Source: an optimization exercise on an open RTL-to-GDS flow (aim: small area, a short achievable clock period and few clock cycles). Production flows keep margins and buffers that such runs may drop. Only simulation tests tie the RTL to the original design; equivalence was not proved.

## flow/design.v (module list and top-level ports; edited modules follow where they fit)
// module Milestone1: 967 lines
module Milestone1 (
	input  logic        Clock,
	input  logic        Resetn,
	input  logic        Enable,
	output logic [17:0] SRAM_address,
	input  logic [15:0] SRAM_read_data,
	output logic [15:0] SRAM_write_data,
	output logic        SRAM_we_n
);
  // ...
==> flow/run.sh <==
#!/bin/bash
# synth_recipe.tcl (not shown) runs the flow's synth.tcl, then flattens the netlist and writes it again
# the make line also repeats each setting of config.mk as NAME=value (left out here)
make -C /OpenROAD-flow-scripts/flow DESIGN_CONFIG=/design/flow/config.mk WORK_HOME=/design/flow/orfs CLKGATE_MAP_FILE= SYNTH_SCRIPT=/design/flow/synth_recipe.tcl finish
==> flow/config.mk <==
export PLATFORM = sky130hd
export DESIGN_NAME = Milestone1
export DESIGN_NICKNAME = Milestone1
export VERILOG_FILES = /design/flow/design.v
export SDC_FILE = /design/flow/constraint.sdc
export NUM_CORES = 4
export LEC_CHECK = 0
export CAP_MARGIN = 20
export CORE_MARGIN = 2
export CORE_UTILIZATION = 40
export PLACE_DENSITY = 0.6
export SETUP_SLACK_MARGIN = 5
export SLEW_MARGIN = 20
==> flow/constraint.sdc <==
create_clock -name core_clock -period 12.0 [get_ports {Clock}]
set_input_delay 2.4000 -clock core_clock [delete_from_list [all_inputs] [get_ports {Clock}]]
set_output_delay 2.4000 -clock core_clock [all_outputs]
set_load 0.01 [all_outputs]
==> results.py, run 1 <==
metrics = {
    "status": {
        "run_status": "complete, no violations",
    },
    "critical_path": {
        "crit_required_ps": 12480,
        "cp_num_cells": 20,
        "worstSetupPathType": "reg -> reg",
        "r2r_cells": 20,
        "cp.arrival_ps": 5820,
        "r2r_slack_ps": 6660,
    },
    "sta": {
        "period_share": 0.4446,
        "worst_slack_ps": 6664,
    },
    "finish": {
        "fin_area_um2": 26710,
        "multi_input_area_share": 0.4880,
    },
    "floorplanning": {
        "die_h_um": 247.8,
        "ios": 54,
    },
    "clock_tree": {
        "cts_setup_buffers": 0,
        "cts_hold_buf": 0,
        "clock_path_buffers": 3,
    },
    "min_path": {
        "hold_depth": 0,
        "hold_path_end": "wV[0][5]$_DFFE_PP_",
    },
    "routing": {
        "num_vias": 14884,
        "routed.top_layer": "met4",
    },
    "yosys": {
        "synthXorXnorAreaFrac": 0.02909,
        "synthDominantCellAreaShare": 0.2121,
        "synthMuxAreaShare": 0.04640,
        "synth_warnings": 3,
        "synthCells": 2072,
        "synth_cell_types": 78,
    },
    "job": {
        "cap_violations": 0,
    },
    "grt": {
        "track_usage": 0.1814,
    },
    "place": {
        "place_area_um2": 25270,
    },
}
Testbench counts, summed over its fixed seeds: cycles 1,545,688.
==> run 2: changes to the inputs <==
--- a/flow/design.v
+++ b/flow/design.v
@@ -7,26 +7,25 @@
 	output logic [17:0] SRAM_address,
 	input  logic [15:0] SRAM_read_data,
 	output logic [15:0] SRAM_write_data,
 	output logic        SRAM_we_n
 );
 localparam [17:0] U_BASE   = 18'd38400;
 localparam [17:0] V_BASE   = 18'd57600;
 localparam [17:0] RGB_BASE = 18'd146944;
-logic       busy, first;
+logic       busy, first, oddB;
 logic [7:0] col;
 logic [3:0] ph;
 logic [15:0] p;    
 logic [17:0] wa;   
 logic [7:0] wU [0:5];
 logic [7:0] wV [0:5];
 logic [7:0] hU, vh1, vh2;
 logic [15:0] Yh;
-logic signed [8:0] FU;
 logic [7:0] B0h, G1h, B1h;
 wire [7:0] rd_hi = SRAM_read_data[15:8];
 wire [7:0] rd_lo = SRAM_read_data[7:0];
 logic selV;   
 wire [7:0] fa = selV ? wV[0] : wU[0];
 wire [7:0] fb = selV ? wV[1] : wU[1];
 wire [7:0] fc = selV ? wV[2] : wU[2];
 wire [7:0] fd = selV ? wV[3] : wU[3];
@@ -198,29 +197,38 @@
 wire tf_157 = (tf_117 & tf_118) | (tf_117 & tf_155) | (tf_118 & tf_155);
 wire tf_158 = ~s2[7];
 wire tf_159 = tf_119 ^ tf_120 ^ tf_158;
 wire tf_160 = (tf_119 & tf_120) | (tf_119 & tf_158) | (tf_120 & tf_158);
 wire tf_161 = tf_121 ^ s2[8] ^ s3[8];
 wire tf_162 = (tf_121 & s2[8]) | (tf_121 & s3[8]) | (s2[8] & s3[8]);
 wire [16:0] tf_a = {tf_162, tf_160, tf_157, tf_154, tf_151, tf_148, tf_145, tf_142, tf_139, tf_136, tf_133, tf_130, ~tf_128, tf_125, tf_123, ~s3[0], s3[0]};
 wire [16:0] tf_b = {~s2[8], tf_161, tf_159, tf_156, tf_153, tf_150, tf_147, tf_144, tf_141, tf_138, tf_135, tf_132, tf_129, ~tf_127, tf_124, ~tf_122, s1[0]};
-wire [16:0] FS = tf_a + tf_b;
-wire signed [8:0] fout = FS[16:8];
+wire [8:0] fl = {1'b0, tf_a[7:0]} + {1'b0, tf_b[7:0]};
+logic [8:0] FUa, FUb, FVa, FVb;
+logic FUc, FVc;
+always_ff @(posedge Clock) begin
+	if (ph == 4'd1) begin
+		FUa <= tf_a[16:8]; FUb <= tf_b[16:8]; FUc <= fl[8];
+	end
+	FVa <= tf_a[16:8]; FVb <= tf_b[16:8]; FVc <= fl[8];
+end
+wire [8:0] FU = FUa + FUb + {8'd0, FUc};
+wire [8:0] FV = FVa + FVb + {8'd0, FVc};
 logic [7:0] py;
 logic signed [8:0] pu, pv;
 always_ff @(posedge Clock) begin
 	if (selV) begin
 		py <= Yh[15:8];
 		pu <= {~wU[2][7], ~wU[2][7], wU[2][6:0]};
 		pv <= {~wV[2][7], ~wV[2][7], wV[2][6:0]};
 	end else begin
 		py <= Yh[7:0];
 		pu <= FU;
-		pv <= fout;
+		pv <= FV;
 	end
 end
 wire txr_0 = py[5] ^ py[3];
 wire txr_1 = py[5] & py[3];
 wire txr_2 = py[6] ^ py[4] ^ py[2];
 wire txr_3 = (py[6] & py[4]) | (py[6] & py[2]) | (py[4] & py[2]);
 wire txr_4 = py[7] ^ py[5] ^ py[3];
 wire txr_5 = (py[7] & py[5]) | (py[7] & py[3]) | (py[5] & py[3]);
@@ -858,112 +866,107 @@
 wire [10:0] XB = hba + hbb + {10'd0, cb};
 function automatic [7:0] clampc(input [10:0] x);
 	clampc = x[10] ? 8'd0 : (|x[9:8]) ? 8'd255 : x[7:0];
 endfunction
 wire [7:0] Ro = Nv ? 8'd0 : clampc(XR);
 wire [7:0] Go = (Nu | Nv) ? 8'd0 : clampc(XG);
 wire [7:0] Bo = Nu ? 8'd0 : clampc(XB);
 wire c159   = (col == 8'd159);
+wire c0     = (col == 8'd0);
 wire ceven  = ~col[0];
 wire last_ph = c159 ? (ph == 4'd9) : (ph == 4'd4);
 wire [7:0] ncol = last_ph ? (c159 ? 8'd0 : col + 8'd1) : col;
 wire [3:0] nph  = last_ph ? 4'd0 : ph + 4'd1;
 wire nc159 = (ncol == 8'd159);
-wire nwrite = (nph == 4'd0) | (nph == 4'd1) | (nph == 4'd4);
+wire nwrite = (nph == 4'd1) | (nph == 4'd2) | (nph == 4'd4);
 wire nreadY = (nph == 4'd3 & ~nc159) | (nph == 4'd8);
-wire nreadU = (nph == 4'd2 & (nc159 | ~ncol[0] & ncol <= 8'd154)) | (nph == 4'd6);
-wire nreadV = (nph == 4'd3 & nc159) | (nph == 4'd2 & ncol[0] & ncol <= 8'd153) | (nph == 4'd7) | (nph == 4'd9);
-wire [1:0] uvoff = (nc159 & (nph == 4'd2 | nph == 4'd3)) ? 2'd0 : (nph == 4'd6 | nph == 4'd7) ? 2'd1 : 2'd2;
+wire nreadU = (nph == 4'd0 & (nc159 | ~ncol[0] & ncol <= 8'd154)) | (nph == 4'd5);
+wire [1:0] uvoff = (nc159 & (nph == 4'd0 | nph == 4'd3)) ? 2'd0 : (nph == 4'd5 | nph == 4'd7) ? 2'd1 : 2'd2;
 wire [17:0] uvaddr = (nreadU ? U_BASE : V_BASE) + {16'd0, uvoff} + {3'd0, p[15:1]};
 always_ff @(posedge Clock or negedge Resetn) begin
 	if (~Resetn) begin
 		busy <= 1'b0;
 		SRAM_we_n <= 1'b1;
 	end else begin
 		if (~busy) begin
 			SRAM_we_n <= 1'b1;
 			if (Enable) busy <= 1'b1;
 		end else begin
 			SRAM_we_n <= ~(nwrite & ~first);
-			if (ph == 4'd1 & col == 8'd0 & wa == 18'd0) begin
+			if (ph == 4'd2 & c0 & wa == 18'd0) begin
 				busy <= 1'b0;
 				SRAM_we_n <= 1'b1;
 			end
 		end
 	end
 end
 always_ff @(posedge Clock) begin
 	if (~busy) begin
 		col <= 8'd159;
-		ph <= 4'd2;
+		ph <= 4'd0;
 		p <= 16'd0;
-		wa <= RGB_BASE - 18'd3;
+		wa <= RGB_BASE - 18'd5;
 		first <= 1'b1;
 		selV <= 1'b0;
+		oddB <= 1'b0;
 		SRAM_address <= U_BASE;
 	end else begin
 		col <= ncol;
 		ph <= nph;
 		selV <= (nph == 4'd1);
-		if (ph == 4'd0 & col == 8'd0) first <= 1'b0;
+		oddB <= (ph == 4'd4);
+		if (ph == 4'd1 & c0) first <= 1'b0;
 		if (nwrite) begin
 			SRAM_address <= wa;
 			wa <= wa + 18'd1;
 		end else if (nreadY) begin
 			SRAM_address <= {2'b00, p};
 			p <= p + 16'd1;
 		end else begin
 			SRAM_address <= uvaddr;    
 		end
 	end
 end
 wire cle153 = (col <= 8'd153);
 wire cle154 = (col <= 8'd154);
 wire cle155 = (col <= 8'd155);
-wire c0 = (col == 8'd0);
-wire rsU = c159 & (ph >= 4'd4);
+wire rsU = c159 & (ph >= 4'd2) & (ph != 4'd6) & (ph != 4'd9);
 wire rsV = c159 & (ph >= 4'd5) | c0 & (ph == 4'd0);
-wire shU = (ph == 4'd4) | rsU;
-wire shV = (ph == 4'd4) & ~c159 | rsV;
-wire uhi  = rsU ? (ph == 4'd4 | ph == 4'd8) : (ceven & cle154);
-wire urep = rsU ? (ph == 4'd5 | ph == 4'd6) : ~cle155;
+wire shU = (ph == 4'd2) | rsU;
+wire shV = (ph == 4'd2) & ~c159 | rsV;
+wire uhi  = c159 ? (ph == 4'd2 | ph == 4'd7) : (ceven & cle154);
+wire urep = c159 ? (ph == 4'd3 | ph == 4'd4) : ~cle155;
 wire vhi  = rsV & (ph == 4'd5 | ph == 4'd9);
 wire vrep = rsV ? (ph == 4'd6 | ph == 4'd7) : ~cle155;
 wire [7:0] srcU = uhi ? rd_hi : (urep ? wU[5] : hU);
 wire [7:0] srcV = vhi ? rd_hi : (vrep ? wV[5] : vh1);
 always_ff @(posedge Clock) begin
 	if (shU) begin
 		wU[0] <= wU[1]; wU[1] <= wU[2]; wU[2] <= wU[3]; wU[3] <= wU[4]; wU[4] <= wU[5]; wU[5] <= srcU;
 		if (uhi) hU <= rd_lo;
 	end
 	if (shV) begin
 		wV[0] <= wV[1]; wV[1] <= wV[2]; wV[2] <= wV[3]; wV[3] <= wV[4]; wV[4] <= wV[5]; wV[5] <= srcV;
 	end
-	if ((ph == 4'd4 & ~ceven & cle153) | (c0 & ph == 4'd1)) begin
+	if ((ph == 4'd2 & ~ceven & cle153) | (c0 & ph == 4'd1)) begin
 		vh1 <= rd_hi;
 		vh2 <= rd_lo;
 	end else if (vhi) begin
 		vh1 <= rd_lo;
-	end else if (ph == 4'd4 & ceven & cle154) begin
+	end else if (ph == 4'd2 & ceven & cle154) begin
 		vh1 <= vh2;
 	end
 end
 always_ff @(posedge Clock) begin
-	FU <= fout;
-	B0h <= Bo;
-end
-always_ff @(posedge Clock) begin
-	case (ph)
-	4'd0: begin
-		Yh <= SRAM_read_data;
-		SRAM_write_data <= {G1h, B1h};
-	end
-	4'd3: SRAM_write_data <= {Ro, Go};
-	4'd4: begin
+	if (ph == 4'd0) Yh <= SRAM_read_data;
+	if (ph == 4'd3) begin
+		SRAM_write_data <= {Ro, Go};
+		B0h <= Bo;
+	end else if (oddB) begin
 		SRAM_write_data <= {B0h, Ro};
 		G1h <= Go;
 		B1h <= Bo;
+	end else if (ph == 4'd1) begin
+		SRAM_write_data <= {G1h, B1h};
 	end
-	default: ;
-	endcase
 end
 endmodule
==> results.py, run 2 <==
metrics = {
    "grt": {
        "grt_max_degree": 96,
        "track_usage": 0.1807,
        "overflow": 0,
        "antenna_found_initial": 4,
        "grt_pass1_wl_um": 90030,
        "grt_pass1_vias": 16471,
    },
    "job": {
        "cap_violations": 0,
    },
    "critical_path": {
        "crit_required_ps": 12440,
        "cpPeakStageDelay_ps": 480,
        "cp_num_cells": 19,
        "worst_setup_path_end_kind": "flop",
        "slowest_stage": "and2_1",
        "cp.arrival_ps": 5200,
        "cp_cell_sequence": "inv_1 > ha_1 > and3b_1 > o21ai_1 > and2_1 > o2bb2ai_1 > and3_1 > and2_2 > a22oi_1 > o21ai_0 > fa_1 > and3b_1 > a31o_2 > a21oi_1 > o21bai_1 > a41oi_1 > nor2b_1 > o211ai_1 > a21oi_1",
        "critical-path-top-delay-family": "compound AO/OA/AOI/OAI gates",
        "r2r_cells": 19,
        "critical_path_buf_inv_count": 1,
        "cp_max_fo": 12,
        "worstSetupStartpointType": "flop",
        "worstSetupPathType": "reg -> reg",
        "r2r_slack_ps": 7240,
    },
    "place": {
        "dpl_worst_slack_ps": 7281,
        "gp_congestion": 0.8985,
        "dp_hpwl_um": 43010,
        "numPortBuffers": 53,
    },
    "yosys": {
        "synth_warnings": 3,
        "yosysMostFrequentCell": "inv_1",
        "async_flop_share": 0.004988,
        "yosys.area.top_type": "edfxtp_1",
        "syn-num-nets": 2640,
        "synth_cell_types": 77,
        "synth-main-ff-cell": "dfxtp_1",
        "ys_top_cells_by_count": "417 x inv_1, 248 x fa_1, 215 x ha_1",
        "synthDominantCellAreaShare": 0.2346,
        "syn_avg_cell_area_um2": 11.57,
        "synthCells": 2158,
        "syn_area_um2": 24960,
        "seq_area_frac_synth": 0.4003,
        "ys_ff_latch": 401,
        "synth_edf_count": 195,
        "synth_area_leaders": "edfxtp_1 23%, fa_1 20%, dfxtp_1 16%",
    },
    "floorplanning": {
        "core_um2": 61710,
        "start_util": 0.4045,
        "die_h_um": 253.8,
        "dieArea_um2": 64420,
        "ios": 54,
        "rows": 91,
        "die_width_um": 253.8,
    },
    "clock_tree": {
        "h-tree-depth": 2,
        "clkLatencyLatePin_ps": 590,
        "tritoncts": "done",
        "cts-buffers-inserted": 45,
        "cts_hold_buf": 0,
        "clk_pin_slew_ps": 60,
        "clock_sinks": 401,
        "clock_path_buffers": 3,
        "cts_setup_buffers": 0,
        "clockRootBuffer": "clkbuf_16",
        "cts_resized": 0,
    },
    "sta": {
        "finalClockSkew_ps": 23.35,
        "hold_viol_final": 0,
        "setup_viol": 0,
        "max-slew-margin-rel": 0.2717,
        "fmax_mhz": 210.1,
        "setup_tns_ps": 0,
        "report.final.slew_viol_count": 0,
        "period_share": 0.3966,
        "hold_slack_ps": 443.1,
        "worst_slack_ps": 7241,
        "worst_slew_pin_slew_ps": 1065,
        "grt_setup_unrepaired": "no",
        "fin_crit_ps": 4759,
    },
    "routing": {
        "detail_route.iter0.violations": 887,
        "wl_per_cell_um": 18.08,
        "drt-total-wl_um": 56200,
        "viasPerCell": 5.056,
        "post-route-drc-count": 0,
        "num_vias": 15714,
        "dr.pass1.iters": 5,
        "drtAntennaViolNets": 0,
    },
    "finish": {
        "largestRegisters": "wU (48), wV (48)",
        "area.growth.synth_to_final_pct": 12.76,
        "drive_gt1_frac": 0.07794,
        "mostFrequentLayoutCell": "inv_1",
        "final_cell_mix": "417 x inv_1, 248 x fa_1, 215 x ha_1",
        "antenna_cells": 0,
        "nets": 2716,
    },
    "status": {
        "run_status": "complete, no violations",
    },
    "min_path": {
        "hold_path_class": "reg -> reg",
        "hold_depth": 0,
    },
}
run 2: kinds of logic (layout without fill, tap and decap cells):
kind of cell / after synthesis / count (layout) / synth area share
fa+ha+maj: 463 / 463 / 0.3067
buf+inv: 461 / 574 / 0.06997
flops: 401 / 401 / 0.4003
compound gates: 329 / 329 / 0.08727
simple gates: 328 / 328 / 0.06587
mux: 91 / 91 / 0.03955
xor+xnor: 85 / 85 / 0.03043
run 2: per-stage QoR:
| step | cells | instance area, um^2 | utilization |
|---|---|---|---|
| 3_3_place_gp | 3023 | 26530 | 0.4299 |
| 3_5_place_dp | 3023 | 26530 | 0.4299 |
| 6_report | 3108 | 28150 | 0.4561 |
| 4_1_cts | 3107 | 28120 | 0.4556 |
| 5_1_grt | 3108 | 28150 | 0.4561 |
| 2_1_floorplan | 2158 | 24960 | - |
run 2: path summary, 6_finish.rpt:
| kind | from | endpoint |
|---|---|---|
| min reg2reg | wV[3][0]$_DFFE_PP_ | wV[2][0]$_DFFE_PP_ |
| min | wV[3][0]$_DFFE_PP_ | wV[2][0]$_DFFE_PP_ |
| max reg2reg | ph[0]$_SDFF_PN0_ | SRAM_address[16]$_SDFF_PN0_ |
| max in group asynchronous | Resetn | SRAM_we_n$_DFF_PN1_ |
| min in group asynchronous | Resetn | busy$_DFF_PN0_ |
| max | ph[0]$_SDFF_PN0_ | SRAM_address[16]$_SDFF_PN0_ |
run 2: layout make-up:
cell class / count / area (um^2)
Multi-Input combinational cell: 1296 / 13250
Tap cell: 837 / 1047
Clock inverter: 20 / 279.0
Inverter: 418 / 1569
Fill cell: 5721 / 33570
Clock buffer: 64 / 1309
Sequential cell: 401 / 9995
Timing Repair Buffer: 72 / 693.2
run 2: routing by layer:
metal,vias to the layer above,global-route usage,wire [um]
met4,2,0.05613,1522
li1,7383,-,-
met2,351,0.3027,27200
met5,-,0,12
met3,90,0.03145,2705
met1,7888,0.2388,24760
Testbench counts of run 2, summed over its fixed seeds: cycles 1,545,712.

## separate check: timing with driven ports
Ports are ideal in the flow. The routed layouts listed here were re-timed in OpenROAD.
Step 1 sets driving cells, clkbuf_16 on the clock port and buf_2 on the other inputs (assumed; they add their load-dependent delay and slew).
Step 2, shift: input delay + t, output delay - t, t = (earliest + latest rising clock arrival at the registers) / 2. This alone moves slack from input paths to output paths.
Three values: ideal, step 1, step 2; two values: the first two.
run	shift t [ns]	setup WS [ns]	worst register clock-pin slew, ns
run 1	0.615	6.664 / 6.664 / 6.664	0.07 / 0.07
run 2	0.639	7.241 / 7.241 / 7.241	0.07 / 0.07
After both steps every run listed still meets setup and hold.
